From an optimization exercise on the open Yosys and OpenROAD flow, aimed at small area; shortcuts taken in it are not production practice.
RTL that was checked went through simulation tests only; none was proved equivalent to the original.
No driver is modelled on the clock port, so clocking that relies on it looks cheaper here than on a real chip.
Power figures rest on the tool's default switching activity, not on a simulated workload.

==> v7 <==
==> flow/design.v (excerpt) <==
module BusHarness(input clk, input reset,
    input [31:0] io_jtag_haddr,
    input  io_jtag_hwrite,
    input [2:0] io_jtag_hsize,
    input [2:0] io_jtag_hburst,
    input [3:0] io_jtag_hprot,
    input [1:0] io_jtag_htrans,
    input  io_jtag_hmastlock,
    input [31:0] io_jtag_hwdata,
    output[31:0] io_jtag_hrdata,
    output io_jtag_hready,
    output io_jtag_hresp,
    input [31:0] io_dmem_haddr,
    input  io_dmem_hwrite,
    input [2:0] io_dmem_hsize,
    input [2:0] io_dmem_hburst,
    input [3:0] io_dmem_hprot,
    input [1:0] io_dmem_htrans,
    input  io_dmem_hmastlock,
    input [31:0] io_dmem_hwdata,
    output[31:0] io_dmem_hrdata,
    output io_dmem_hready,
    output io_dmem_hresp,
    input [31:0] io_imem_haddr,
    input  io_imem_hwrite,
    input [2:0] io_imem_hsize,
    input [2:0] io_imem_hburst,
    input [3:0] io_imem_hprot,
    input [1:0] io_imem_htrans,
    input  io_imem_hmastlock,
    input [31:0] io_imem_hwdata,
    output[31:0] io_imem_hrdata,
    output io_imem_hready,
    output io_imem_hresp,
    output[31:0] io_uart_paddr,
    output io_uart_pwrite,
    output io_uart_psel,
    output io_uart_penable,
    output[31:0] io_uart_pwdata,
    input [31:0] io_uart_prdata,
    input  io_uart_pready,
    input  io_uart_pslverr,
    output[31:0] io_spi_paddr,
    output io_spi_pwrite,
    output io_spi_psel,
    output io_spi_penable,
    output[31:0] io_spi_pwdata,
    input [31:0] io_spi_prdata,
    input  io_spi_pready,
    input  io_spi_pslverr,
    output[31:0] io_i2c_paddr,
  ...
Settings: LEC_CHECK=0, ABC_AREA=1, CAP_MARGIN=20, CELL_PAD_IN_SITES_DETAIL_PLACEMENT=1, CELL_PAD_IN_SITES_GLOBAL_PLACEMENT=1, CORE_AREA=4 4 276 276, CTS_BUF_LIST=sky130_fd_sc_hd__clkbuf_8 sky130_fd_sc_hd__clkbuf_16, DIE_AREA=0 0 280 280, PLACE_DENSITY=0.6, SLEW_MARGIN=20; clock period 8.0 ns.
standard.sh (not shown) runs the stock make flow with config.mk's settings and CLKGATE_MAP_FILE= SYNTH_SCRIPT=/design/flow/synth_recipe.tcl, a recipe that flattens the netlist after the stock synthesis.
==> flow/flow/run.sh <==
#!/bin/bash
# Standard ORFS layout with two changes:
#  - ABC maps the logic with an area-oriented script (flow/abc_area.script, used in
#    place of ORFS's abc_area.script; flip-flop mapping is untouched),
#  - port buffers use the smallest buffer cell (buf_1).
set -euo pipefail
W=$(pwd)
rm -rf "$W/orfs_scripts"
cp -r "$FLOW_HOME/scripts" "$W/orfs_scripts"
cp "$W/flow/abc_area.script" "$W/orfs_scripts/abc_area.script"
export SCRIPTS_DIR="$W/orfs_scripts"
export BUFFER_PORTS_ARGS="-buffer_cell sky130_fd_sc_hd__buf_1"
bash standard.sh finish > flow_make.log 2>&1
==> flow/flow/abc_area.script <==
strash
dch
amap
strash
dch
amap
topo
==> v25: changes against v7 <==
--- a/flow/design.v
+++ b/flow/design.v
@@ -96,17 +96,17 @@
   assign hw_m[2] = io_imem_hwdata;
   wire [2:0]  s_rdy;
   wire [2:0]  s_resp;
   wire [31:0] s_rdata [0:2];
   reg  [2:0]   skb_valid;
   reg  [2:0]   dph [0:2];       
   reg  [W-1:0] buf_q [0:2];     
-  reg  [2:0]   tgt_q [0:2];     
   reg  [2:0] hold [0:2];
-  reg  [2:0] own  [0:2];
+  reg  [2:0] drop;               
+  wire [2:0] own [0:2];
   wire [2:0] hold_any;
   assign hold_any[0] = hold[0][0] | hold[1][0] | hold[2][0];
   assign hold_any[1] = hold[0][1] | hold[1][1] | hold[2][1];
   assign hold_any[2] = hold[0][2] | hold[1][2] | hold[2][2];
   wire [W-1:0] req_m [0:2];     
   wire [2:0]   sel   [0:2];     
   wire [2:0]   rdy_ms [0:2];    
@@ -120,30 +120,32 @@
       wire use_buf = skb_valid[m] | hold_any[m] | (apb_hold & own[0][m]);
       assign req_m[m] = use_buf ? buf_q[m] : io_m[m];
       wire act = io_m[m][33:32] != 2'b00;
       wire [2:0] dec_io;
       assign dec_io[0] = act & (io_m[m][31:28] == 4'h3);
       assign dec_io[1] = act & (io_m[m][31:28] == 4'h2);
       assign dec_io[2] = act & (io_m[m][31:28] == 4'h0);
-      assign sel[m] = skb_valid[m] ? tgt_q[m] : dec_io;
+      assign sel[m] = skb_valid[m] ? dph[m] : dec_io;
       for (s = 0; s < 3; s = s + 1) begin : g_s
-        assign rdy_ms[m][s] = s_rdy[s] & (~hold[s][m] | own[s][m]);
+        assign own[s][m] = dph[m][s] & ~hold[s][m] & ~skb_valid[m] & ~drop[m];
+        assign rdy_ms[m][s] = s_rdy[s] & ~hold[s][m];
       end
       assign mrdy[m] = ~(|dph[m]) | (|(dph[m] & rdy_ms[m]));
       assign skid[m] = (|dph[m]) & (|(sel[m] & ~rdy_ms[m]));
       assign hrdyin[m] = skb_valid[m] | mrdy[m];
       always @(posedge clk) begin
         buf_q[m] <= req_m[m];
-        if (~use_buf) tgt_q[m] <= dec_io;
         if (reset) begin
           skb_valid[m] <= 1'b0;
           dph[m] <= 3'b000;
+          drop[m] <= 1'b0;
         end else if (mrdy[m]) begin
           skb_valid[m] <= skid[m];
           dph[m] <= sel[m];
+          drop[m] <= ~(|dph[m]) & (|(sel[m] & ~s_rdy));
         end
       end
     end
   endgenerate
   wire [2:0] m_hready = ~skb_valid & mrdy;
   wire [2:0]   grant [0:2];     
   wire [W-1:0] s_req [0:2];
@@ -158,18 +160,16 @@
       assign grant[s][1] = ~rq[0] & rq[1];
       assign grant[s][2] = ~rq[0] & ~rq[1] & rq[2];
       assign s_req[s] = ({W{grant[s][0]}} & req_m[0]) | ({W{grant[s][1]}} & req_m[1]) | ({W{grant[s][2]}} & req_m[2]);
       assign s_hwdata[s] = ({32{own[s][0]}} & hw_m[0]) | ({32{own[s][1]}} & hw_m[1]) | ({32{own[s][2]}} & hw_m[2]);
       always @(posedge clk) begin
         if (reset) begin
           hold[s] <= 3'b000;
-          own[s]  <= 3'b111;
         end else if (s_rdy[s]) begin
           hold[s] <= rq & ~grant[s];
-          own[s]  <= grant[s];
         end
       end
     end
   endgenerate
   wire [2:0] s_hsel;
   assign s_hsel[0] = |grant[0];
   assign s_hsel[1] = |grant[1];
==> flow/flow/run.sh (replaced) <==
#!/bin/bash
# Standard ORFS layout with three changes:
#  - ABC maps the logic with an area-oriented script (flow/abc_area.script, used in
#    place of ORFS's abc_area.script; flip-flop mapping is untouched),
#  - port buffers use the smallest buffer cell (buf_1),
#  - after CTS, each clock buffer that drives flip-flops is sized to the smallest
#    clkbuf that keeps its flip-flops' clock slew low (flow/post_cts.tcl).
set -euo pipefail
W=$(pwd)
rm -rf "$W/orfs_scripts"
cp -r "$FLOW_HOME/scripts" "$W/orfs_scripts"
cp "$W/flow/abc_area.script" "$W/orfs_scripts/abc_area.script"
export SCRIPTS_DIR="$W/orfs_scripts"
export BUFFER_PORTS_ARGS="-buffer_cell sky130_fd_sc_hd__buf_1"
export POST_CTS_TCL="$W/flow/post_cts.tcl"
bash standard.sh finish > flow_make.log 2>&1
==> flow/flow/post_cts.tcl (new file) <==
# Size each clock-tree buffer to the smallest clkbuf whose clock pins keep a low slew.
set clk_slew_target 0.115
set clk_cands {sky130_fd_sc_hd__clkbuf_4 sky130_fd_sc_hd__clkbuf_8 sky130_fd_sc_hd__clkbuf_16}
proc clk_sink_slew {inst} {
  set worst 0.0
  set out [get_pins -of_objects $inst -filter "direction == output"]
  foreach p [get_pins -of_objects [get_nets -of_objects $out] -filter "direction == input"] {
    set s [get_property $p slew_max]
    if {$s > $worst} { set worst $s }
  }
  return $worst
}
estimate_parasitics -placement
set leaves {}
foreach inst [get_cells clkbuf_*] {
  set out [get_pins -of_objects $inst -filter "direction == output"]
  set ff 0
  foreach p [get_pins -of_objects [get_nets -of_objects $out] -filter "direction == input"] {
    if {[get_property $p is_clock]} { incr ff }
  }
  # only buffers that drive flip-flops directly
  set is_leaf 1
  foreach p [get_pins -of_objects [get_nets -of_objects $out] -filter "direction == input"] {
    if {[string match "*clkbuf*" [get_property [get_cells -of_objects $p] ref_name]]} { set is_leaf 0 }
  }
  if {$is_leaf} { lappend leaves $inst }
}
foreach inst $leaves {
  set orig [get_property $inst ref_name]
  foreach c $clk_cands {
    replace_cell $inst $c
    estimate_parasitics -placement
    set s [clk_sink_slew $inst]
    if {$s <= $clk_slew_target || $c eq [lindex $clk_cands end]} {
      puts "clock buffer [get_full_name $inst]: $orig -> $c (sink slew [format %.3f $s])"
      break
    }
  }
}

# legalize after the size changes
detailed_placement
check_placement -verbose
==> flow/config.mk (replaced) <==
export PLATFORM = sky130hd
export DESIGN_NAME = BusHarness
export DESIGN_NICKNAME = BusHarness
export VERILOG_FILES = /design/flow/design.v
export SDC_FILE = /design/flow/constraint.sdc
export NUM_CORES = 4
export LEC_CHECK = 0
export ABC_AREA = 1
export CAP_MARGIN = 20
export CORE_AREA = 4 4 276 276
export DIE_AREA = 0 0 280 280
export PLACE_DENSITY = 0.8
export SLEW_MARGIN = 20
==> v4: changes against v7 <==
--- a/flow/design.v
+++ b/flow/design.v
@@ -96,15 +96,14 @@
   assign hw_m[2] = io_imem_hwdata;
   wire [2:0]  s_rdy;
   wire [2:0]  s_resp;
   wire [31:0] s_rdata [0:2];
   reg  [2:0]   skb_valid;
   reg  [2:0]   dph [0:2];       
   reg  [W-1:0] buf_q [0:2];     
-  reg  [2:0]   tgt_q [0:2];     
   reg  [2:0] hold [0:2];
   reg  [2:0] own  [0:2];
   wire [2:0] hold_any;
   assign hold_any[0] = hold[0][0] | hold[1][0] | hold[2][0];
   assign hold_any[1] = hold[0][1] | hold[1][1] | hold[2][1];
   assign hold_any[2] = hold[0][2] | hold[1][2] | hold[2][2];
   wire [W-1:0] req_m [0:2];     
@@ -120,24 +119,23 @@
       wire use_buf = skb_valid[m] | hold_any[m] | (apb_hold & own[0][m]);
       assign req_m[m] = use_buf ? buf_q[m] : io_m[m];
       wire act = io_m[m][33:32] != 2'b00;
       wire [2:0] dec_io;
       assign dec_io[0] = act & (io_m[m][31:28] == 4'h3);
       assign dec_io[1] = act & (io_m[m][31:28] == 4'h2);
       assign dec_io[2] = act & (io_m[m][31:28] == 4'h0);
-      assign sel[m] = skb_valid[m] ? tgt_q[m] : dec_io;
+      assign sel[m] = skb_valid[m] ? dph[m] : dec_io;
       for (s = 0; s < 3; s = s + 1) begin : g_s
         assign rdy_ms[m][s] = s_rdy[s] & (~hold[s][m] | own[s][m]);
       end
       assign mrdy[m] = ~(|dph[m]) | (|(dph[m] & rdy_ms[m]));
       assign skid[m] = (|dph[m]) & (|(sel[m] & ~rdy_ms[m]));
       assign hrdyin[m] = skb_valid[m] | mrdy[m];
       always @(posedge clk) begin
         buf_q[m] <= req_m[m];
-        if (~use_buf) tgt_q[m] <= dec_io;
         if (reset) begin
           skb_valid[m] <= 1'b0;
           dph[m] <= 3'b000;
         end else if (mrdy[m]) begin
           skb_valid[m] <= skid[m];
           dph[m] <= sel[m];
         end
==> flow/flow/run.sh (replaced) <==
#!/bin/bash
# Standard ORFS layout with three changes:
#  - ABC maps the logic with an area-oriented script (flow/abc_area.script, used in
#    place of ORFS's abc_area.script; flip-flop mapping is untouched),
#  - port buffers use the smallest buffer cell (buf_1),
#  - after CTS, each clock buffer that drives flip-flops is sized to the smallest
#    clkbuf that keeps its flip-flops' clock slew low (flow/post_cts.tcl).
set -euo pipefail
W=$(pwd)
rm -rf "$W/orfs_scripts"
cp -r "$FLOW_HOME/scripts" "$W/orfs_scripts"
cp "$W/flow/abc_area.script" "$W/orfs_scripts/abc_area.script"
export SCRIPTS_DIR="$W/orfs_scripts"
export BUFFER_PORTS_ARGS="-buffer_cell sky130_fd_sc_hd__buf_1"
export POST_CTS_TCL="$W/flow/post_cts.tcl"
# at floorplan, remove the synthesis buffers instead of a timing repair on wire-load models
export REMOVE_ABC_BUFFERS=1
bash standard.sh finish > flow_make.log 2>&1
==> flow/flow/post_cts.tcl (new file) <==
# Size each clock-tree buffer to the smallest clkbuf whose clock pins keep a low slew.
set clk_slew_target 0.105
set clk_cands {sky130_fd_sc_hd__clkbuf_4 sky130_fd_sc_hd__clkbuf_8 sky130_fd_sc_hd__clkbuf_16}
proc clk_sink_slew {inst} {
  set worst 0.0
  set out [get_pins -of_objects $inst -filter "direction == output"]
  foreach p [get_pins -of_objects [get_nets -of_objects $out] -filter "direction == input"] {
    set s [get_property $p slew_max]
    if {$s > $worst} { set worst $s }
  }
  return $worst
}
estimate_parasitics -placement
set leaves {}
foreach inst [get_cells clkbuf_*] {
  set out [get_pins -of_objects $inst -filter "direction == output"]
  set ff 0
  foreach p [get_pins -of_objects [get_nets -of_objects $out] -filter "direction == input"] {
    if {[get_property $p is_clock]} { incr ff }
  }
  # only buffers that drive flip-flops directly
  set is_leaf 1
  foreach p [get_pins -of_objects [get_nets -of_objects $out] -filter "direction == input"] {
    if {[string match "*clkbuf*" [get_property [get_cells -of_objects $p] ref_name]]} { set is_leaf 0 }
  }
  if {$is_leaf} { lappend leaves $inst }
}
foreach inst $leaves {
  set orig [get_property $inst ref_name]
  foreach c $clk_cands {
    replace_cell $inst $c
    estimate_parasitics -placement
    set s [clk_sink_slew $inst]
    if {$s <= $clk_slew_target || $c eq [lindex $clk_cands end]} {
      puts "clock buffer [get_full_name $inst]: $orig -> $c (sink slew [format %.3f $s])"
      break
    }
  }
}

# legalize after the size changes
detailed_placement
check_placement -verbose
==> flow/config.mk (replaced) <==
export PLATFORM = sky130hd
export DESIGN_NAME = BusHarness
export DESIGN_NICKNAME = BusHarness
export VERILOG_FILES = /design/flow/design.v
export SDC_FILE = /design/flow/constraint.sdc
export NUM_CORES = 4
export LEC_CHECK = 0
export ABC_AREA = 1
export CAP_MARGIN = 20
export CORE_AREA = 4 4 276 276
export DIE_AREA = 0 0 280 280
export PLACE_DENSITY = 0.6
export SLEW_MARGIN = 20
==> qor summary <==
quantity	v25	v4	v7
CP Buf/Inv Count	6	4	6
Slack of the critical path	418 ps	488 ps	667 ps
Setup Slack @ Placement	539 ps	684 ps	755 ps
Area of the mapped netlist	0.0105 sq mm	0.0110 sq mm	0.0113 sq mm
Met3 wire len	11700 um	8210 um	7380 um
Worst max-slew margin expressed relative to the limit	21.0%	27.3%	32.7%
Post-Route WL	98700 um	75400 um	82700 um
Maximum vdd drop	0.196 mV	0.148 mV	0.209 mV
Met3 global-route usage	8.92%	4.48%	5.83%
Outcome	finished clean	finished clean	finished clean
Count of inverters other than clock inverters in the layout	207	270	269
Initial antenna violation count	59	22	25
Worst-skew pair later-pin latency	420 ps	410 ps	450 ps
Critical-path cell with the highest stage delay	sky130_fd_sc_hd__clkinv_2	sky130_fd_sc_hd__and3_4	sky130_fd_sc_hd__dfxtp_4
Clock buffer cells	19	18	17
Crit path max fanout	43	62	37
Count of plain and timing-repair buffers in the layout	900	901	902
Sequential group share of total power	20.8%	27.3%	19.4%
Met1 Track Usage GR	25.8%	21.7%	23.0%
Worst-path clk slew	80 ps	100 ps	80 ps
Layout cells sized above 1	4.67%	3.77%	3.93%
Most frequent cell on the critical path	sky130_fd_sc_hd__buf_4	sky130_fd_sc_hd__clkinv_1	-
Warnings, synthesis	4	5	6
P_seq	1.15 mW	1.21 mW	1.53 mW
Distinct cells, synth	29	28	26
For v7, only the layout was checked, not whether the RTL still works.

[re-timing with driven ports]
The flow's constraints put no driver on any port. The routed layouts listed below were extracted and timed again, unchanged, in two steps. Step 1 assumes that a clkbuf_16 drives the clock port and a buf_2 every other input. Step 2 adds t to the input delays and takes it off the output delays; t is the mean of the earliest and latest rising clock arrival at the registers after step 1. Input paths then give back, and output paths get back, about the clock's delay inside the block. a / b / c = ideal ports / drivers / drivers and shift; a / b = the first two.
run | t (ns) | slack for setup (ns) | worst hold slack (ns)
v7 | 0.492 | 0.667 / 0.616 / 1.108 | 0.490 / 0.490 / 0.490
v25 | 0.443 | 0.418 / 0.373 / 0.816 | 0.507 / 0.507 / 0.507
v4 | 0.450 | 0.488 / 0.437 / 0.887 | 0.492 / 0.492 / 0.492
After both steps every run listed still meets setup and hold.
